This design comes from an exercise in tuning for small area and a short achievable clock period on the open sky130 flow, not from production work.
Only simulation tests tie the RTL to the original design; equivalence was not proved.

==> flow/design.v (outline; a module is shown in full before it is edited, if it fits) <==
// module VAR_LZC: 16 lines
// module VAR_LZC_tree51: 128 lines
// module fma: 264 lines
// module mul_cs: 810 lines
// module add_cmp: 656 lines
// module norm_win: 306 lines
// module lzc76: 188 lines
module fma #(
    parameter       WORDWIDTH = 32,
    parameter       EXPONENTWIDTH = 8,
    parameter       MANTISSAWIDTH = 23
)(
    input wire                   clk_I,
    input wire                   rst_n_I,
    input wire [WORDWIDTH-1:0]   operand_a_I,
    input wire [WORDWIDTH-1:0]   operand_b_I,
    input wire [WORDWIDTH-1:0]   operand_c_I,
    input wire [2:0]             rnd_mode,
    input                        gate,
    output wire [WORDWIDTH-1:0]  result_O,
    output wire                  flag_overflow_O,
    output wire                  flag_underflow_O,
    output wire                  done_valid_O
);
  // ...
==> flow/flow/run.sh <==
#!/bin/bash
# Layout: the standard flow, with timing repair aiming for a setup slack
# of MARGIN ns at the design's clock period (the default aims for 0, which
# this design meets without any repair).
set -euo pipefail
MARGIN=$(cat flow/margin.txt)
bash standard.sh SETUP_SLACK_MARGIN="$MARGIN" finish > standard_flow.log 2>&1
==> flow/flow/margin.txt <==
12
==> flow/standard.sh <==
#!/bin/bash
# synth_recipe.tcl (not shown) runs the flow's synth.tcl, then flattens the netlist and writes it again
# the make line also repeats each setting of config.mk as NAME=value (left out here)
make -C /OpenROAD-flow-scripts/flow DESIGN_CONFIG=/design/flow/config.mk WORK_HOME=/design/flow/orfs CLKGATE_MAP_FILE= SYNTH_SCRIPT=/design/flow/synth_recipe.tcl "${@:-finish}"
==> flow/config.mk <==
export PLATFORM = sky130hd
export DESIGN_NAME = fma
export DESIGN_NICKNAME = fma
export VERILOG_FILES = /design/flow/design.v
export SDC_FILE = /design/flow/constraint.sdc
export NUM_CORES = 4
export LEC_CHECK = 0
export ABC_AREA = 1
export CAP_MARGIN = 20
export CORE_MARGIN = 2
export CORE_UTILIZATION = 40
export SLEW_MARGIN = 20
==> flow/constraint.sdc <==
create_clock -name core_clock -period 22.0 [get_ports {clk_I}]
set_input_delay 4.4000 -clock core_clock [delete_from_list [all_inputs] [get_ports {clk_I}]]
set_output_delay 4.4000 -clock core_clock [all_outputs]
set_load 0.01 [all_outputs]
==> summary.txt, run 1 <==
Slew Limit Fails=0; # resized after CTS=64; Buffers on Ports=136; EDFF count, synth=0; multi-input gate area in the final layout=32700 um2; top cell category=multi-input gates; HP Start=r1_valid; Clock buf/inv share=2.62%; Seq/total area=12.4%; post-layout minimum cycle time=9.64 ns; Signal buffers=284; Synth Flop Type=dfxtp_1; simple-gate share of the synthesized area=25.3%; Most flops, register=r1_q; multi-input gate count=4688; total core area=111000 um2; FF+latch count, synth=292; Clock Pin Slew Worst Setup and Hold Paths=0.06 ns; outcome=timing/DRC/antenna clean; Slew HR=16.0%; met2 wire len=78000 um; Critical Path RT=17.60 ns; Synth area leaders=fa_1, dfxtp_1, nand2_1, inv_1, xor2_1; number of diodes=0; CTS tree=yes; Netlist cell types=83; cell row count=122; critical path launch point=r2_em[0]; clock latency on the worst-skew pair=0.60 ns; top-count cell post-synth=nand2_1; CTS root buf=clkbuf_16; most frequent cells in the layout=nand2_1, inv_1, nor2_1; FF-to-FF path depth=43; post-synthesis mux area share=1.11%
==> inputs of run 2 (changes only) <==
==> flow/run.sh (new file) <==
#!/bin/bash
# synth_recipe.tcl (not shown) runs the flow's synth.tcl, then flattens the netlist and writes it again
# the make line also repeats each setting of config.mk as NAME=value (left out here)
make -C /OpenROAD-flow-scripts/flow DESIGN_CONFIG=/design/flow/config.mk WORK_HOME=/design/flow/orfs CLKGATE_MAP_FILE= SYNTH_SCRIPT=/design/flow/synth_recipe.tcl finish
removed: flow/flow/run.sh
removed: flow/flow/margin.txt
removed: flow/standard.sh
==> run 2 against run 1 <==
Worst setup slack got worse by 1.4 ns. Count of clock-buffer cells in the layout unchanged. Critical endpoint is now r2_em[16].
==> summary.txt, run 2 <==
top-count cell post-synth=nand2_1 (unchanged); Compound-Gate Fraction of Synth Area=15.5% (unchanged); max cap viols=0 (unchanged); post-layout minimum cycle time=11.09 ns (was 9.64 ns); CP endpoint kind=register (was output pin); first-pass GRT wire length=261000 um (was 263000 um); Syn Nets=7090 (unchanged); Worst setup endpoint=r2_em[16] (was result_O[9]); CTS root buf=clkbuf_16 (unchanged); Die Wd=337 um (unchanged); DR vias=43641 (was 44056); startpoint types=register (unchanged); Synth area leaders=fa_1, dfxtp_1, nand2_1, inv_1, xor2_1 (unchanged); # resized after CTS=0 (was 64); r2r setup slk=10.92 ns (was 12.50 ns); Most flops, register=r1_q (unchanged); Pre-antenna DRT Iters=7 (was 6); metal3 WL=14200 um (was 14300 um); vias in the first global route=42255 (was 42506); Yosys warning total=1 (unchanged); via-per-instance ratio=5.54 (about the same); Final ANT Viol Nets=0 (unchanged); Slowest-stage cell, CP=a221oi_1 (was dfrtp_1); critical path launch point=r1_big (was r2_em[0]); Critical Path RT=22.48 ns (was 17.60 ns); CTS Buffer Depth=3 (unchanged); Post-Synth Adder-Cell Area=22.0% (unchanged); Yosys top cell by area=fa_1 (unchanged); total core area=111000 um2 (unchanged); Clock Skew=0.0270 ns (was 0.0283 ns); antenna violations before repair=4 (unchanged); Avg Cell Area, Syn=6.93 um2 (unchanged); Synth top cells by count=nand2_1, inv_1, nor2_1, nand3_1, xor2_1 (unchanged); crit-path max cell delay=0.91 ns (was 0.39 ns); CTS tree=yes (unchanged); min-delay worst type=register to register (unchanged); met1 wire length=72600 um (was 73700 um); commonest non-fill, non-tap cell in the layout=nand2_1 (unchanged); CP max FO=108 (was 5); share of cells above drive strength 1=7.82% (was 9.97%); GPL Wtd Cong=1.08 (unchanged); FF-to-FF path depth=50 (was 43); cell row count=122 (unchanged); Slew HR=19.0% (was 16.0%); Post-DP HPWL=140000 um (unchanged); register area share after synthesis=13.6% (unchanged); most frequent cells in the layout=nand2_1, inv_1, nor2_1 (unchanged); ys async rst share=13.0% (unchanged); number of DRC markers in iteration 0=4339 (was 4282); Netlist cell types=83 (unchanged); outcome=timing/DRC/antenna clean (unchanged); met2 wire len=77200 um (was 78000 um); Final Cycle Share=50.4% (was 43.8%); clock latency on the worst-skew pair=0.60 ns (about the same); per-cell routed wire length=22.1 um (was 22.2 um); I/O pin count=137 (unchanged); DRT Wirelength=174000 um (was 176000 um); Num Clock Sinks=292 (unchanged); crit-path most repeated cell=nand2_1 (was inv_2); area of the mapped netlist=44500 um2 (unchanged); setup violators final=0 (unchanged); postcts setup bufs=0 (was 21); worst slew pin tran=1.20 ns (was 1.24 ns); Overall Global Routing Usage=30.1% (was 30.3%); area grow syn2layout=7.61% (was 9.43%); Mapped Cells=6416 (unchanged); final hold violations=0 (unchanged); largest net degree at the start of global routing=109 (was 71); Num CTS Buffers=37 (unchanged); die area=114000 um2 (unchanged); Initial Utilization=40.3% (unchanged); flip-flop count of the largest register after layout=77 (unchanged); post-synthesis mux area share=1.11% (unchanged); EDFF count, synth=0 (unchanged); top-area cell type share of the netlist area=15.8% (unchanged); Crit Path Class=register to register (was register to output pin); Max Used Layer=met5 (unchanged); FF+latch count, synth=292 (unchanged); Residual DRC=0 (unchanged); H-tree levels=2 (unchanged); simple-gate share of the synthesized area=25.3% (unchanged); CP arrival=11.56 ns (was 5.24 ns); Post-layout nets=7029 (was 7106); Buffers on Ports=136 (unchanged); XOR/XNOR share of the synthesized area=8.94% (unchanged); setup tns final=0 ns (unchanged); CTS Hold Bufs=0 (unchanged); Reg2Reg Launch Point=r1_big (unchanged); fmax=90.2 MHz (was 104 MHz); RSZ-0062 raised after global routing=false (was true); remaining global-route overflow=0 (unchanged); Slew Limit Fails=0 (unchanged); Synth Flop Type=dfxtp_1 (unchanged); Reg2Reg Capture Point=r2_em[16] (was r2_rs); Clock Pin Slew Worst Setup and Hold Paths=0.06 ns (about the same); chip height=337 um (unchanged); main combinational cell family by area after synthesis=simple AND/OR/NAND/NOR gates (unchanged)
[run 2: cell counts after synthesis]
No cell type changed its count.
[run 2: cell type report]
cell class,instances,area (um2)
clock buffer,47,1070
timing repair buffer,218,1980
multi-input combinational,4683,32500
clock inverter,21,211
fill,11714,62600
antenna,3,7.51
tap,1488,1860
sequential,292,6040
inverter,1123,4230
[run 2: critical path, delay by kind of cell (launching register included)]
family          cells  cell delay [ns]
simple gates       33             5.29
flops               1             0.33
buf+inv             7             2.23
compound gates      7             1.82
fa+ha+maj           3             1.09
[run 2: cell families (layout without fill, tap and decap cells)]
| group | Yosys count | count (layout) |
|---|---|---|
| fa+ha+maj | 572 | 572 |
| xor+xnor | 454 | 454 |
| mux | 49 | 49 |
| simple gates | 2472 | 2472 |
| compound gates | 1135 | 1135 |
| other cells | 1 | 4 |
| flops | 292 | 292 |
| buf+inv | 1441 | 1409 |
[run 2: how the worst min path moves through the flow]
stage / start / end / slack (ns) / cells past startpoint
CTS: r1_valid / r2_valid / 0.42 / 0
global route: r1_valid / r2_valid / 0.43 / 0
finish: r1_valid / r2_valid / 0.42 / 0
floorplan: r1_valid / r2_valid / 0.37 / 0
detailed placement: r1_valid / r2_valid / 0.40 / 0
global placement: r1_valid / r2_valid / 0.40 / 0
[run 2: stage by stage]
| stage | hold slack (ns) | utilization (%) | setup slack (ns) | cells | cell area [um2] |
|---|---|---|---|---|---|
| after floorplan | 0.374 | - | 13.10 | 6416 | 44500 |
| after global placement | 0.400 | 42.1 | 10.70 | 7803 | 46600 |
| after detailed placement | 0.400 | 42.2 | 10.83 | 7804 | 46600 |
| after CTS | 0.421 | 43.3 | 10.94 | 7872 | 47900 |
| after global routing | 0.429 | 43.3 | 10.0 | 7872 | 47900 |
| final | 0.419 | 43.3 | 10.92 | 7875 | 47900 |
[run 2: metal layers]
| metal | vias up | global-route usage, % |
|---|---|---|
| met2 | 2043 | 47.7 |
| met3 | 422 | 5.17 |
| met4 | 4 | 15.3 |
| met5 | - | 0.170 |
| li1 | 20514 | - |
| met1 | 20658 | 39.4 |
==> inputs of run 3 (changes only) <==
--- a/flow/config.mk
+++ b/flow/config.mk
@@ -7,3 +7,2 @@
 export LEC_CHECK = 0
-export ABC_AREA = 1
 export CAP_MARGIN = 20
==> run 3 against run 2 <==
Critical path depth fell by 11. Worst setup slack got worse by 2.3 ns. Wire length rose by 24%. Utilization fell by 0.23 points. Final cell count rose by 5.8%. Largest cell class unchanged.
==> summary.txt, run 3 <==
postcts setup bufs=0 (unchanged); # resized after CTS=0 (unchanged); buffers and inverters on the worst path=7 (unchanged); critical path launch point=r1_sw_lo[0] (was r1_big); vias in the first global route=48575 (was 42255); Synth area leaders=fa_1, dfxtp_1, nand2_1, a21oi_1, ha_1 (was fa_1, dfxtp_1, nand2_1, inv_1, xor2_1); Synth top cells by count=nand2_1, nor2_1, inv_1, a21oi_1, o21ai_0 (was nand2_1, inv_1, nor2_1, nand3_1, xor2_1); Post-DP HPWL=171000 um (was 140000 um); via-per-instance ratio=6.23 (was 5.54); antenna violations before repair=2 (was 4); Final Cycle Share=60.7% (was 50.4%); startpoint types=register (unchanged); Yosys top cell by area=fa_1 (unchanged); crit-path most repeated cell=buf_4 (was nand2_1); setup tns final=0 ns (unchanged); Residual DRC=0 (unchanged); DR vias=51875 (was 43641); Num Clock Sinks=292 (unchanged); CP max FO=56 (was 108); CTS Buffer Depth=3 (unchanged); cell row count=128 (was 122); number of DRC markers in iteration 0=5833 (was 4339); Clock Pin Slew Worst Setup and Hold Paths=0.06 ns (about the same); per-cell routed wire length=25.9 um (was 22.1 um); area of the mapped netlist=49300 um2 (was 44500 um2); share of cells above drive strength 1=6.22% (was 7.82%); top-count cell post-synth=nand2_1 (unchanged); met3 GRT Util=4.30% (was 5.17%); H-tree levels=2 (unchanged); Overall Global Routing Usage=33.2% (was 30.1%); worst slew pin tran=1.31 ns (was 1.20 ns); max cap viols=0 (unchanged); delay-heaviest family, CP=simple AND/OR/NAND/NOR gates (unchanged); Clock Skew=0.0367 ns (was 0.0270 ns); GPL Wtd Cong=1.03 (was 1.08); Top Usage Layer GRT=met2 (unchanged); Netlist cell types=123 (was 83); Synth Flop Type=dfxtp_1 (unchanged); largest net degree at the start of global routing=103 (was 109); CTS root buf=clkbuf_16 (unchanged); setup violators final=0 (unchanged); RSZ-0062 raised after global routing=false (unchanged); outcome=timing/DRC/antenna clean (unchanged); most frequent cells in the layout=nand2_1, inv_1, nor2_1 (unchanged); total core area=122000 um2 (was 111000 um2); commonest non-fill, non-tap cell in the layout=nand2_1 (unchanged); chip height=355 um (was 337 um); Fillers=12696 (was 11714); remaining global-route overflow=0 (unchanged); Yosys warning total=1 (unchanged); first-pass GRT wire length=321000 um (was 261000 um); Pre-antenna DRT Iters=7 (unchanged); r2r setup slk=8.65 ns (was 10.92 ns); Reg2Reg Launch Point=r1_sw_lo[0] (was r1_big); crit-path max cell delay=0.80 ns (was 0.91 ns); FF+latch count, synth=292 (unchanged); min-delay worst type=register to register (unchanged); CP endpoint kind=register (unchanged); Final ANT Viol Nets=0 (unchanged); M2 GR Usage=54.5% (was 47.7%); Mapped Cells=6929 (was 6416); CP arrival=13.84 ns (was 11.56 ns); I/O pin count=137 (unchanged); Critical Path RT=22.48 ns (about the same); Post-layout nets=7349 (was 7029); flip-flop count of the largest register after layout=77 (unchanged); Slew HR=12.0% (was 19.0%); fmax=74.9 MHz (was 90.2 MHz); final hold violations=0 (unchanged); top-area cell type share of the netlist area=14.3% (was 15.8%); CTS Hold Bufs=0 (unchanged); CTS tree=yes (unchanged); Buffers on Ports=136 (unchanged); post-layout minimum cycle time=13.35 ns (was 11.09 ns); DRT Wirelength=216000 um (was 174000 um); Most flops, register=r1_q (unchanged); register area share after synthesis=12.2% (was 13.6%); ys async rst share=13.0% (unchanged); Avg Cell Area, Syn=7.12 um2 (was 6.93 um2); Initial Utilization=40.4% (was 40.3%); Slowest-stage cell, CP=or4_1 (was a221oi_1); Syn Nets=7603 (was 7090); Crit Path Class=register to register (unchanged); clock latency on the worst-skew pair=0.60 ns (about the same); EDFF count, synth=0 (unchanged); HP Start=r2_em[23] (was r1_valid); Die Wd=355 um (was 337 um); GRT met1 Usage=42.5% (was 39.4%); Slew Limit Fails=0 (unchanged); die area=126000 um2 (was 114000 um2); area grow syn2layout=6.62% (was 7.61%); Num CTS Buffers=35 (was 37)
==> run 3: cell count changes in the layout (fill, tap and decap cells not counted), moves of 234 or more <==
| cell | previous run | this run |
|---|---|---|
| xor2_1 | 414 | 119 |
| o22ai_1 | 295 | 61 |
| nand3_1 | 424 | 162 |
| inv_1 | 1051 | 623 |
| nand2_1 | 1165 | 896 |
| a21oi_1 | 227 | 604 |
==> run 3: worst reg2reg max path: cells and delay by family (launching register included) <==
| family | cells | cell delay, ns |
|---|---|---|
| AOI/OAI and AO/OA | 15 | 3.24 |
| and+or+nand+nor | 11 | 3.96 |
| buffers and inverters | 7 | 2.63 |
| muxes | 2 | 1.06 |
| adders and majority gates | 4 | 1.83 |
| DFF | 1 | 0.54 |
==> run 3: routing by layer <==
metal | vias up | routed length (um)
met5 | - | 13
met4 | 2 | 13600
met3 | 539 | 16100
met2 | 2675 | 98500
met1 | 24983 | 87700
li1 | 23676 | -
==> run 3: worst paths after layout <==
kind,end,depth (start not counted)
max,r2_rs,39
max in group asynchronous,r2_em[12],1
min,r2_em[23],2
max reg2reg,r2_rs,39
min in group asynchronous,r2_valid,1
min reg2reg,r2_em[23],2
==> run 3: metrics by stage <==
stage / cell area, um2 / cells / utilization, % / setup WS (ns) / hold WS [ns]
final: 52600 / 8329 / 43.1 / 8.65 / 0.471
after global routing: 52600 / 8326 / 43.1 / 7.92 / 0.518
after CTS: 52600 / 8326 / 43.1 / 8.89 / 0.472
after detailed placement: 51400 / 8263 / 42.1 / 8.90 / 0.463
after global placement: 51400 / 8263 / 42.1 / 8.70 / 0.463
after floorplan: 49300 / 6929 / - / 11.31 / 0.443
==> run 3: logic make-up after synthesis <==
family	synth area share [%]
compound gates	27.7
xor+xnor	4.49
fa+ha+maj	20.9
buf+inv	9.44
flops	12.2
mux	4.52
other cells	0.00760
simple gates	20.7
==> run 3: layout make-up <==
type                       count  area (um2)  share of cell area [%]
multi-input combinational   5441       38700                    73.6
sequential                   292        6050                    11.5
inverter                     630        2370                    4.50
timing repair buffer         275        2270                    4.31
tap                         1625        2030                    3.87
clock buffer                  44         981                    1.87
clock inverter                19         168                   0.319
antenna                        3        7.51                  0.0143
==> module fma, before the edit <==
module fma #(
    parameter       WORDWIDTH = 32,
    parameter       EXPONENTWIDTH = 8,
    parameter       MANTISSAWIDTH = 23
)(
    input wire                   clk_I,
    input wire                   rst_n_I,
    input wire [WORDWIDTH-1:0]   operand_a_I,
    input wire [WORDWIDTH-1:0]   operand_b_I,
    input wire [WORDWIDTH-1:0]   operand_c_I,
    input wire [2:0]             rnd_mode,
    input                        gate,
    output wire [WORDWIDTH-1:0]  result_O,
    output wire                  flag_overflow_O,
    output wire                  flag_underflow_O,
    output wire                  done_valid_O
);
localparam RNE = 3'd0;
localparam RTZ = 3'd1;
localparam RD  = 3'd2;
localparam RU  = 3'd3;
localparam RNM = 3'd4;
wire        sgn_a = operand_a_I[31];
wire        sgn_b = operand_b_I[31];
wire        sgn_c = operand_c_I[31];
wire [7:0]  ea = operand_a_I[30:23];
wire [7:0]  eb = operand_b_I[30:23];
wire [7:0]  ec = operand_c_I[30:23];
wire [22:0] ma = operand_a_I[22:0];
wire [22:0] mb = operand_b_I[22:0];
wire [22:0] mc = operand_c_I[22:0];
wire hid_a = |ea;
wire hid_b = |eb;
wire hid_c = |ec;
wire mnz_a = |ma;
wire mnz_b = |mb;
wire mnz_c = |mc;
wire zero_ab = (~hid_a & ~mnz_a) | (~hid_b & ~mnz_b);
wire nan_any = ((&ea) & mnz_a) | ((&eb) & mnz_b) | ((&ec) & mnz_c);
wire [7:0]  ea1 = {ea[7:1], ea[0] | (~hid_a & mnz_a)};
wire [7:0]  eb1 = {eb[7:1], eb[0] | (~hid_b & mnz_b)};
wire [7:0]  ec1 = {ec[7:1], ec[0] | (~hid_c & mnz_c)};
wire signed [9:0] ep_n   = $signed({2'b0, ea1}) + $signed({2'b0, eb1}) - 10'sd127;
wire signed [9:0] ep     = zero_ab ? -10'sd125 : ep_n;
wire signed [9:0] sw_n   = $signed({2'b0, ea1}) + $signed({2'b0, eb1}) - $signed({2'b0, ec1}) - 10'sd100;
wire signed [9:0] sw_z   = -10'sd98 - $signed({2'b0, ec1});
wire signed [9:0] sw_raw = zero_ab ? sw_z : sw_n;
wire [7:0]  ea2 = {ea[7:1], ea[0] | ~hid_a};
wire [7:0]  eb2 = {eb[7:1], eb[0] | ~hid_b};
wire [7:0]  ec2 = {ec[7:1], ec[0] | ~hid_c};
wire signed [9:0] sw_f = $signed({2'b0, ea2}) + $signed({2'b0, eb2}) - $signed({2'b0, ec2}) - 10'sd100;
wire        eff_sub = sgn_a ^ sgn_b ^ sgn_c;
wire        sgn_p   = sgn_a ^ sgn_b;
wire        sh_none = zero_ab | (sw_f < 10'sd1);      
wire        sh_big  = ~zero_ab & (sw_f >= 10'sd128);  
wire [23:0] sig_a = {hid_a, ma};
wire [23:0] sig_b = {hid_b, mb};
wire [23:0] sig_c = {hid_c, mc};
wire [23:0] lost_mask;
genvar gk;
generate for (gk = 0; gk < 24; gk = gk + 1) begin : g_lost
  assign lost_mask[gk] = sw_f > $signed(10'd52 + gk);
end endgenerate
wire        st_align = ~zero_ab & |(sig_c & lost_mask);
wire [24:0]  c_op  = eff_sub ? (~{1'b0, sig_c} + 25'd1) : {1'b0, sig_c};
wire [4:0]   sw_hi = sh_none ? 5'd0 : sw_f[6:2];
wire [1:0]   sw_lo = sh_none ? 2'd0 : sw_f[1:0];
wire [100:0] c_sh  = $signed({c_op, 76'b0}) >>> {sw_hi, 2'b00};
wire [76:0]  q_hi  = c_sh[100:24];
wire [77:0] pp_s, pp_t, pp_u;
mul_cs u_mul (.a(sig_a), .b(sig_b), .s(pp_s), .t(pp_t), .u(pp_u));
reg [77:0] r1_s, r1_t, r1_u;
reg [76:0] r1_q;
reg [1:0]  r1_sw_lo;
reg        r1_big, r1_fill;
reg        r1_st, r1_eff_sub, r1_sgn_p, r1_sgn_c, r1_nan;
reg [9:0]  r1_sw, r1_ep;
reg [7:0]  r1_ec1;
reg [2:0]  r1_rnd;
reg        r1_valid, r1_rst;
always @(posedge clk_I) begin
  r1_s <= pp_s; r1_t <= pp_t; r1_u <= pp_u; r1_q <= q_hi;
  r1_sw_lo <= sw_lo; r1_big <= sh_big; r1_fill <= c_op[24];
  r1_st <= st_align; r1_eff_sub <= eff_sub; r1_sgn_p <= sgn_p; r1_sgn_c <= sgn_c;
  r1_nan <= nan_any; r1_sw <= sw_raw; r1_ep <= ep; r1_ec1 <= ec1;
  r1_rnd <= rnd_mode;
end
always @(posedge clk_I or negedge rst_n_I) begin
  if (~rst_n_I) begin
    r1_valid <= 1'b0;
    r1_rst   <= 1'b1;
  end else begin
    r1_valid <= ~gate;
    r1_rst   <= 1'b0;
  end
end
wire signed [9:0] sw1 = r1_sw;
wire signed [9:0] ep1 = r1_ep;
wire        cond_a  = (sw1 >= 10'sd27) | (r1_eff_sub & (sw1 >= 10'sd25));
wire        sh_none1 = sw1 < 10'sd1;
wire [9:0]  e_alt   = cond_a ? r1_ep : {2'b0, r1_ec1};
wire [6:0]  sh_alt  = cond_a ? (7'd53 - r1_sw[6:0]) : (sh_none1 ? 7'd0 : r1_sw[6:0]);
wire [50:0] lim_mask;
genvar gm;
generate for (gm = 0; gm < 51; gm = gm + 1) begin : g_lim
  assign lim_mask[gm] = ep1 >= $signed(10'd49 - gm);
end endgenerate
wire [76:0] q_sh  = $signed(r1_q) >>> r1_sw_lo;
wire [77:0] q_add = r1_big ? {78{r1_fill}} : {q_sh[76], q_sh};
wire [77:0] c1_u = r1_s ^ r1_t ^ r1_u;
wire [77:0] c1_v = {(r1_s[76:0] & r1_t[76:0]) | (r1_s[76:0] & r1_u[76:0]) | (r1_t[76:0] & r1_u[76:0]), 1'b0};
wire [77:0] csa_u = c1_u ^ c1_v ^ q_add;
wire [77:0] csa_v = {(c1_u[76:0] & c1_v[76:0]) | (c1_u[76:0] & q_add[76:0]) | (c1_v[76:0] & q_add[76:0]), 1'b0};
wire [77:0] x_m1, x_0;
add_cmp u_add (.u(csa_u), .v(csa_v), .s0(x_m1), .s1(x_0));
wire        neg  = r1_eff_sub & x_0[77];
wire [75:0] sum  = neg ? ~x_m1[75:0] : x_0[75:0];
wire        sgn_r = neg ? r1_sgn_c : r1_sgn_p;
wire [5:0]  lzc;
wire        no_one;
VAR_LZC #(.C_WIDTH(51), .C_LEADONE_WIDTH(6)) u_lzc (.data_I(sum[50:0]), .leading_one_O(lzc), .no_one_O(no_one));
wire        lz_ok = cond_a & |(sum[50:0] & lim_mask);
wire [75:0] sum_rev;
generate for (gk = 0; gk < 76; gk = gk + 1) begin : g_rev
  assign sum_rev[gk] = sum[75 - gk];
end endgenerate
wire [6:0]  tz;
wire        sum_zero;
lzc76 u_tz (.x(sum_rev), .cnt(tz), .zero(sum_zero));
reg  [6:0]  lzc26;
always @(*) begin
  case (lzc)
    6'd0: lzc26 = 7'd26;
    6'd1: lzc26 = 7'd27;
    6'd2: lzc26 = 7'd28;
    6'd3: lzc26 = 7'd29;
    6'd4: lzc26 = 7'd30;
    6'd5: lzc26 = 7'd31;
    6'd6: lzc26 = 7'd32;
    6'd7: lzc26 = 7'd33;
    6'd8: lzc26 = 7'd34;
    6'd9: lzc26 = 7'd35;
    6'd10: lzc26 = 7'd36;
    6'd11: lzc26 = 7'd37;
    6'd12: lzc26 = 7'd38;
    6'd13: lzc26 = 7'd39;
    6'd14: lzc26 = 7'd40;
    6'd15: lzc26 = 7'd41;
    6'd16: lzc26 = 7'd42;
    6'd17: lzc26 = 7'd43;
    6'd18: lzc26 = 7'd44;
    6'd19: lzc26 = 7'd45;
    6'd20: lzc26 = 7'd46;
    6'd21: lzc26 = 7'd47;
    6'd22: lzc26 = 7'd48;
    6'd23: lzc26 = 7'd49;
    6'd24: lzc26 = 7'd50;
    6'd25: lzc26 = 7'd51;
    6'd26: lzc26 = 7'd52;
    6'd27: lzc26 = 7'd53;
    6'd28: lzc26 = 7'd54;
    6'd29: lzc26 = 7'd55;
    6'd30: lzc26 = 7'd56;
    6'd31: lzc26 = 7'd57;
    6'd32: lzc26 = 7'd58;
    6'd33: lzc26 = 7'd59;
    6'd34: lzc26 = 7'd60;
    6'd35: lzc26 = 7'd61;
    6'd36: lzc26 = 7'd62;
    6'd37: lzc26 = 7'd63;
    6'd38: lzc26 = 7'd64;
    6'd39: lzc26 = 7'd65;
    6'd40: lzc26 = 7'd66;
    6'd41: lzc26 = 7'd67;
    6'd42: lzc26 = 7'd68;
    6'd43: lzc26 = 7'd69;
    6'd44: lzc26 = 7'd70;
    6'd45: lzc26 = 7'd71;
    6'd46: lzc26 = 7'd72;
    6'd47: lzc26 = 7'd73;
    6'd48: lzc26 = 7'd74;
    6'd49: lzc26 = 7'd75;
    6'd50: lzc26 = 7'd76;
    6'd51: lzc26 = 7'd77;
    6'd52: lzc26 = 7'd78;
    6'd53: lzc26 = 7'd79;
    6'd54: lzc26 = 7'd80;
    6'd55: lzc26 = 7'd81;
    6'd56: lzc26 = 7'd82;
    6'd57: lzc26 = 7'd83;
    6'd58: lzc26 = 7'd84;
    6'd59: lzc26 = 7'd85;
    6'd60: lzc26 = 7'd86;
    6'd61: lzc26 = 7'd87;
    6'd62: lzc26 = 7'd88;
    6'd63: lzc26 = 7'd89;
  endcase
end
wire [6:0]  sh_n  = lz_ok ? lzc26 : sh_alt;
wire [26:0] win;
norm_win u_win (.x({1'b0, sum}), .sh(sh_n), .y(win));
wire [7:0]  tzsh = {1'b0, tz} + {1'b0, sh_n};
wire        top2 = win[26];
wire        top1 = ~win[26] & win[25];
wire        top0 = ~win[26] & ~win[25] & win[24];
wire [24:0] sig_n = top2 ? win[26:2] : top1 ? win[25:1] : top0 ? win[24:0] : 25'd0;
wire        st_n  = ~sum_zero & ((top2 & (tzsh <= 8'd51)) | (top1 & (tzsh <= 8'd50)) | (top0 & (tzsh <= 8'd49)));
wire        sticky = st_n | r1_st;
wire [9:0]  e_b   = cond_a ? 10'd0 : r1_ec1;
wire [9:0]  e_lz  = r1_ep - {4'b0, lzc} + 10'd2;
wire [9:0]  e_p1  = e_b + 10'd1;
wire [9:0]  e_m1  = e_b - 10'd1;
wire        ov_lz = $signed(e_lz) >= 10'sd255;
wire        ov_p1 = $signed(e_p1) >= 10'sd255;
wire        ov_0  = $signed(e_b)  >= 10'sd255;
wire        ov_m1 = $signed(e_m1) >= 10'sd255;
wire [9:0]  e_nn  = lz_ok ? e_lz : top2 ? e_p1 : top1 ? e_b : top0 ? e_m1 : 10'd0;
wire        ovf_i = lz_ok ? ov_lz : top2 ? ov_p1 : top1 ? ov_0 : top0 ? ov_m1 : 1'b0;
wire [30:0] em_i  = ovf_i ? {8'd254, 23'd0} : {e_nn[7:0], sig_n[23:1]};
wire        rb_i  = ovf_i | sig_n[0];
wire        sb_i  = ovf_i | sticky;
reg         rs_i;
always @(*) begin
  case (r1_rnd)
    RNE:     rs_i = rb_i & (sb_i | sig_n[1]);
    RD:      rs_i = (rb_i | sb_i) & sgn_r;
    RU:      rs_i = (rb_i | sb_i) & ~sgn_r;
    RNM:     rs_i = rb_i;
    default: rs_i = 1'b0;
  endcase
end
reg [30:0] r2_em;
reg        r2_rs, r2_ovf, r2_sgn, r2_zero, r2_valid;
always @(posedge clk_I or negedge rst_n_I) begin
  if (~rst_n_I) begin
    r2_em <= {8'd1, 23'd0}; r2_rs <= 1'b0; r2_ovf <= 1'b0;
    r2_sgn <= 1'b0; r2_zero <= 1'b1;
  end else if (r1_rst) begin
    r2_em <= 31'd0; r2_rs <= 1'b0; r2_ovf <= 1'b0;
    r2_sgn <= 1'b0; r2_zero <= 1'b0;
  end else if (r1_valid) begin
    r2_em <= em_i; r2_rs <= rs_i; r2_ovf <= ovf_i;
    r2_sgn <= sgn_r; r2_zero <= r1_nan;
  end
end
always @(posedge clk_I or negedge rst_n_I) begin
  if (~rst_n_I) r2_valid <= 1'b0;
  else          r2_valid <= r1_valid;
end
wire [30:0] ones;
assign ones[0] = 1'b1;
generate for (gk = 1; gk < 31; gk = gk + 1) begin : g_ones
  assign ones[gk] = &r2_em[gk-1:0];
end endgenerate
wire [30:0] em_o  = r2_em ^ (ones & {31{r2_rs}});
wire [7:0]  ex    = r2_em[30:23];
wire        cy_e  = r2_rs & ones[23];
wire        unf_o = cy_e ? (&ex) : ~|ex;
wire        ovf_o = cy_e ? (ex == 8'd254) : (&ex);
assign result_O         = (r2_zero | unf_o) ? 32'b0 : {r2_sgn, em_o};
assign flag_overflow_O  = r2_ovf | ovf_o;
assign flag_underflow_O = unf_o;
assign done_valid_O     = r2_valid;
endmodule
==> inputs of run 4 (changes only) <==
--- a/flow/design.v
+++ b/flow/design.v
@@ -211,4 +211,4 @@
 wire [24:0]  c_op  = eff_sub ? (~{1'b0, sig_c} + 25'd1) : {1'b0, sig_c};
-wire [4:0]   sw_hi = sh_none ? 5'd0 : sw_f[6:2];
-wire [1:0]   sw_lo = sh_none ? 2'd0 : sw_f[1:0];
+wire [4:0]   sw_hi = sh_none ? 5'd0 : (sw_f[6:2] | {5{sh_big}});
+wire [1:0]   sw_lo = sh_none ? 2'd0 : (sw_f[1:0] | {2{sh_big}});
 wire [100:0] c_sh  = $signed({c_op, 76'b0}) >>> {sw_hi, 2'b00};
@@ -220,3 +220,2 @@
 reg [1:0]  r1_sw_lo;
-reg        r1_big, r1_fill;
 reg        r1_st, r1_eff_sub, r1_sgn_p, r1_sgn_c, r1_nan;
@@ -228,3 +227,3 @@
   r1_s <= pp_s; r1_t <= pp_t; r1_u <= pp_u; r1_q <= q_hi;
-  r1_sw_lo <= sw_lo; r1_big <= sh_big; r1_fill <= c_op[24];
+  r1_sw_lo <= sw_lo;
   r1_st <= st_align; r1_eff_sub <= eff_sub; r1_sgn_p <= sgn_p; r1_sgn_c <= sgn_c;
@@ -254,3 +253,3 @@
 wire [76:0] q_sh  = $signed(r1_q) >>> r1_sw_lo;
-wire [77:0] q_add = r1_big ? {78{r1_fill}} : {q_sh[76], q_sh};
+wire [77:0] q_add = {q_sh[76], q_sh};
 wire [77:0] c1_u = r1_s ^ r1_t ^ r1_u;
@@ -264,9 +263,13 @@
 wire        sgn_r = neg ? r1_sgn_c : r1_sgn_p;
-wire [5:0]  lzc;
-wire        no_one;
-VAR_LZC #(.C_WIDTH(51), .C_LEADONE_WIDTH(6)) u_lzc (.data_I(sum[50:0]), .leading_one_O(lzc), .no_one_O(no_one));
-wire        lz_ok = cond_a & |(sum[50:0] & lim_mask);
+wire [5:0]  lzc_p, lzc_n;
+wire        no_one_p, no_one_n;
+VAR_LZC #(.C_WIDTH(51), .C_LEADONE_WIDTH(6)) u_lzc_p (.data_I(x_0[50:0]), .leading_one_O(lzc_p), .no_one_O(no_one_p));
+VAR_LZC #(.C_WIDTH(51), .C_LEADONE_WIDTH(6)) u_lzc_n (.data_I(~x_m1[50:0]), .leading_one_O(lzc_n), .no_one_O(no_one_n));
+wire [5:0]  lzc  = neg ? lzc_n : lzc_p;
+wire        ok_p = |(x_0[50:0] & lim_mask);
+wire        ok_n = |(~x_m1[50:0] & lim_mask);
+wire        lz_ok = cond_a & (neg ? ok_n : ok_p);
 wire [75:0] sum_rev;
 generate for (gk = 0; gk < 76; gk = gk + 1) begin : g_rev
-  assign sum_rev[gk] = sum[75 - gk];
+  assign sum_rev[gk] = x_0[75 - gk];
 end endgenerate
@@ -378,12 +381,14 @@
 reg [30:0] r2_em;
+reg [2:0]  r2_ab;    
 reg        r2_rs, r2_ovf, r2_sgn, r2_zero, r2_valid;
+wire [2:0] ab_i = {&em_i[22:16], &em_i[15:8], &em_i[7:0]};
 always @(posedge clk_I or negedge rst_n_I) begin
   if (~rst_n_I) begin
-    r2_em <= {8'd1, 23'd0}; r2_rs <= 1'b0; r2_ovf <= 1'b0;
+    r2_em <= {8'd1, 23'd0}; r2_ab <= 3'd0; r2_rs <= 1'b0; r2_ovf <= 1'b0;
     r2_sgn <= 1'b0; r2_zero <= 1'b1;
   end else if (r1_rst) begin
-    r2_em <= 31'd0; r2_rs <= 1'b0; r2_ovf <= 1'b0;
+    r2_em <= 31'd0; r2_ab <= 3'd0; r2_rs <= 1'b0; r2_ovf <= 1'b0;
     r2_sgn <= 1'b0; r2_zero <= 1'b0;
   end else if (r1_valid) begin
-    r2_em <= em_i; r2_rs <= rs_i; r2_ovf <= ovf_i;
+    r2_em <= em_i; r2_ab <= ab_i; r2_rs <= rs_i; r2_ovf <= ovf_i;
     r2_sgn <= sgn_r; r2_zero <= r1_nan;
@@ -396,5 +401,19 @@
 wire [30:0] ones;
-assign ones[0] = 1'b1;
-generate for (gk = 1; gk < 31; gk = gk + 1) begin : g_ones
-  assign ones[gk] = &r2_em[gk-1:0];
+generate for (gk = 0; gk < 31; gk = gk + 1) begin : g_ones
+  if (gk == 0)
+    assign ones[gk] = 1'b1;
+  else if (gk < 8)
+    assign ones[gk] = &r2_em[gk-1:0];
+  else if (gk == 8)
+    assign ones[gk] = r2_ab[0];
+  else if (gk < 16)
+    assign ones[gk] = r2_ab[0] & (&r2_em[gk-1:8]);
+  else if (gk == 16)
+    assign ones[gk] = r2_ab[0] & r2_ab[1];
+  else if (gk < 23)
+    assign ones[gk] = r2_ab[0] & r2_ab[1] & (&r2_em[gk-1:16]);
+  else if (gk == 23)
+    assign ones[gk] = &r2_ab;
+  else
+    assign ones[gk] = (&r2_ab) & (&r2_em[gk-1:23]);
 end endgenerate
==> flow/flow/run.sh (new file) <==
#!/bin/bash
# Layout: the standard flow, with timing repair aiming for a setup slack
# of MARGIN ns at the design's clock period (the default aims for 0, which
# this design meets without any repair).
set -euo pipefail
MARGIN=$(cat flow/margin.txt)
bash standard.sh SETUP_SLACK_MARGIN="$MARGIN" finish > standard_flow.log 2>&1
==> flow/flow/margin.txt (new file) <==
12
==> flow/standard.sh (new file) <==
#!/bin/bash
# synth_recipe.tcl (not shown) runs the flow's synth.tcl, then flattens the netlist and writes it again
# the make line also repeats each setting of config.mk as NAME=value (left out here)
make -C /OpenROAD-flow-scripts/flow DESIGN_CONFIG=/design/flow/config.mk WORK_HOME=/design/flow/orfs CLKGATE_MAP_FILE= SYNTH_SCRIPT=/design/flow/synth_recipe.tcl "${@:-finish}"
--- a/flow/config.mk
+++ b/flow/config.mk
@@ -7,2 +7,3 @@
 export LEC_CHECK = 0
+export ABC_AREA = 1
 export CAP_MARGIN = 20
removed: flow/run.sh
==> run 4 against run 3 <==
Clock skew is 0.015 ns lower. First-iteration DRC count is 4.8% lower. Final cell count is 1.0% higher. Worst setup slack better by 3.7 ns. Final area is 5.8% lower. Area after synthesis is 9.5% lower. Utilization is 1.7 points higher. Synthesized cell count is 0.53% lower. Critical path depth is 10 higher.
==> summary.txt, run 4 <==
r2r setup slk=12.33 ns (was 8.65 ns); H-tree levels=2 (unchanged); CP arrival=10.14 ns (was 13.84 ns); CP endpoint kind=register (unchanged); multi-input gate area in the final layout=33100 um2 (was 38700 um2); Clock Skew=0.0222 ns (was 0.0367 ns); worst slack, placed=9.57 ns (was 8.90 ns); GPL Wtd Cong=1.11 (was 1.03); top-count cell post-synth=nand2_1 (unchanged); crit-path most repeated cell=nand2_1 (was buf_4); DRT Wirelength=194000 um (was 216000 um); number of diodes=0 (was 3); Yosys top cell by area=fa_1 (unchanged); Post-DP HPWL=155000 um (was 171000 um); max cap viols=0 (unchanged); Critical Path RT=22.47 ns (was 22.48 ns); commonest non-fill, non-tap cell in the layout=nand2_1 (unchanged); Fillers=11649 (was 12696); CTS Hold Bufs=0 (unchanged); Crit Path Class=register to register (unchanged); remaining global-route overflow=0 (unchanged); RSZ-0062 raised after global routing=true (was false); top-area cell type share of the netlist area=15.8% (was 14.3%); FF/Latch Area=6100 um2 (was 6050 um2); CP max FO=47 (was 56); Die Wd=338 um (was 355 um); clock latency on the worst-skew pair=0.59 ns (was 0.60 ns); worst slew pin tran=1.14 ns (was 1.31 ns); I/O pin count=137 (unchanged); fmax=103 MHz (was 74.9 MHz); final hold violations=0 (unchanged); setup violators final=0 (unchanged); Final Cycle Share=43.9% (was 60.7%); EDFF count, synth=0 (unchanged); share of cells above drive strength 1=6.12% (was 6.22%); Pre-antenna DRT Iters=7 (unchanged); Syn Nets=7567 (was 7603); largest net degree at the start of global routing=92 (was 103); Clock Pin Slew Worst Setup and Hold Paths=0.06 ns (about the same); die area=114000 um2 (was 126000 um2); flip-flop count of the largest register after layout=77 (unchanged); FF-to-FF path depth=49 (was 39); CTS tree=yes (unchanged); Mapped Cells=6892 (was 6929); Worst Setup Slack, final=12.33 ns (was 8.65 ns); first-pass GRT wire length=285000 um (was 321000 um); Reg2Reg Launch Point=r1_sw_lo[0] (unchanged); cell row count=122 (was 128); Initial Utilization=40.3% (was 40.4%); Yosys warning total=1 (unchanged); Most flops, register=r1_q (unchanged); Num Clock Sinks=294 (was 292); CTS root buf=clkbuf_16 (unchanged); Non-Filler Instances=8413 (was 8329); Overall Global Routing Usage=33.1% (was 33.2%); CTS Buffer Depth=3 (unchanged); Avg Cell Area, Syn=6.48 um2 (was 7.12 um2); Buffers on Ports=136 (unchanged); Num CTS Buffers=36 (was 35); Hold Path Cell Cnt=0 (was 2); Slowest-stage cell, CP=inv_1 (was or4_1); register area share after synthesis=13.7% (was 12.2%); Netlist cell types=71 (was 123); Slew HR=23.8% (was 12.0%); number of DRC markers in iteration 0=5552 (was 5833); per-cell routed wire length=23.0 um (was 25.9 um); Residual DRC=0 (unchanged); crit-path max cell delay=0.46 ns (was 0.80 ns); FF+latch count, synth=294 (was 292); vias in the first global route=44947 (was 48575); DR vias=47359 (was 51875); Post-layout nets=7573 (was 7349); HP Start=r1_valid (was r2_em[23]); min-delay worst type=register to register (unchanged); WHS=0.385 ns (was 0.471 ns); cell count after placement=8311 (was 8263); Slew Limit Fails=0 (unchanged); most frequent cells in the layout=nand2_1, inv_1, nor2_1 (unchanged); startpoint types=register (unchanged); Hold EP=r2_valid (was r2_em[23]); Synth Flop Type=dfxtp_1 (unchanged); Synth area leaders=fa_1, nand2_1, dfxtp_1, inv_1, xor2_1 (was fa_1, dfxtp_1, nand2_1, a21oi_1, ha_1); via-per-instance ratio=5.63 (was 6.23); antenna violations before repair=1 (was 2); outcome=timing/DRC/antenna clean (unchanged); area grow syn2layout=11.0% (was 6.62%); Reg2Reg Capture Point=r2_rs (unchanged); ys async rst share=13.9% (was 13.0%); chip height=338 um (was 355 um); Final ANT Viol Nets=0 (unchanged); setup tns final=0 ns (unchanged); total core area=111000 um2 (was 122000 um2); Synth top cells by count=nand2_1, inv_1, nor2_1, o21ai_0, nand3_1 (was nand2_1, nor2_1, inv_1, a21oi_1, o21ai_0); post-layout minimum cycle time=9.67 ns (was 13.35 ns); area of the mapped netlist=44600 um2 (was 49300 um2)
## run 4: cell families (layout without fill, tap and decap cells)
kind of cell | Yosys count | after routing | synth area share [%]
other cells | 1 | 1 | 0.00840
xor+xnor | 390 | 390 | 7.65
fa+ha+maj | 573 | 573 | 22.0
mux | 39 | 39 | 0.877
simple gates | 2842 | 2844 | 27.1
flops | 294 | 294 | 13.7
buf+inv | 1555 | 1586 | 13.3
compound gates | 1198 | 1198 | 15.5
## run 4: worst max path at each step
stage	from	endpoint	slack (ns)	cells after the start
CTS	r1_sw_lo[0]	r2_rs	12.01	53
detailed placement	operand_b_I[27]	r1_q[54]	9.57	29
global placement	operand_b_I[25]	r1_q[65]	9.61	29
floorplan	operand_a_I[29]	r1_q[26]	12.72	35
finish	r1_sw_lo[0]	r2_rs	12.33	49
global route	r1_sw_lo[0]	r2_rs	11.81	63
## run 4: timing repair
action / CTS / global route
resized for setup: 66 / 119
buffers inserted: 15 / 10
gates cloned: 4 / 5
endpoints found under the setup margin: 113 / 115
pin swaps: 2 / 8
## run 4: worst max-delay path: cells and delay by family (launching register included)
kind	cells	cell delay, ns
AOI/OAI and AO/OA	8	1.52
xor gates and xnor gates	1	0.45
adders and majority gates	4	1.37
buffers and inverters	11	1.99
DFF	1	0.43
and+or+nand+nor	25	3.68
## run 4: layout make-up
class	instances	share of cell area, %
clock buffer	44	2.00
inverter	1260	9.66
clock inverter	21	0.449
sequential	294	12.3
multi-input combinational	5045	66.7
tap	1488	3.76
timing repair buffer	255	5.03
timing repair inverter	6	0.0707
## run 4: metal layers
layer / routed length [um] / share of wire, % / vias up / global-route usage, %
met5: 0 / 0 / - / 0
met4: 11300 / 5.8 / 0 / 16.3
met3: 15700 / 8.1 / 480 / 4.32
met2: 85800 / 44 / 2443 / 52.5
met1: 81000 / 42 / 22381 / 44.4
li1: - / - / 22055 / -
## run 4: metrics by stage
stage / instance area [um2] / utilization (%)
global placement: 47400 / 42.8
detailed placement: 47400 / 42.8
finish: 49600 / 44.8
global route: 49600 / 44.8
CTS: 49000 / 44.2
floorplan: 44600 / -

[static timing again, ports no longer ideal]
Ports are ideal in the flow. The routed layouts listed here were re-timed in OpenROAD. Step 1: set_driving_cell puts a clkbuf_16 on clk_I and a buf_2 on each other input, an assumption about the parent block. Step 2 times the ports against the registers' clock, not the clock port: input delays grow and output delays shrink by t, the midpoint of the rising clock arrivals with the driver on. Slacks: ideal / step 1 / step 2; pairs: ideal / step 1.
| run | shift t [ns] | slack for setup (ns) | worst hold slack (ns) | latest minus earliest clock arrival (ns) | worst data-port slew with drivers (ns) |
|---|---|---|---|---|---|
| run 1 | 0.665 | 12.361 / 12.279 / 11.768 | 0.418 / 0.418 / 0.418 | 0.029 / 0.029 | 0.06 |
| run 2 | 0.665 | 10.915 / 10.915 / 10.709 | 0.419 / 0.419 / 0.419 | 0.028 / 0.027 | 0.06 |
| run 3 | 0.651 | 8.648 / 8.648 / 8.648 | 0.471 / 0.471 / 0.471 | 0.038 / 0.038 | 0.05 |
| run 4 | 0.649 | 12.332 / 12.332 / 11.857 | 0.385 / 0.385 / 0.385 | 0.035 / 0.035 | 0.09 |
After both steps every run listed still meets setup and hold. The setup slack of run 1, which loses most, moves by -0.082 ns with the drivers and by -0.593 ns with both steps.
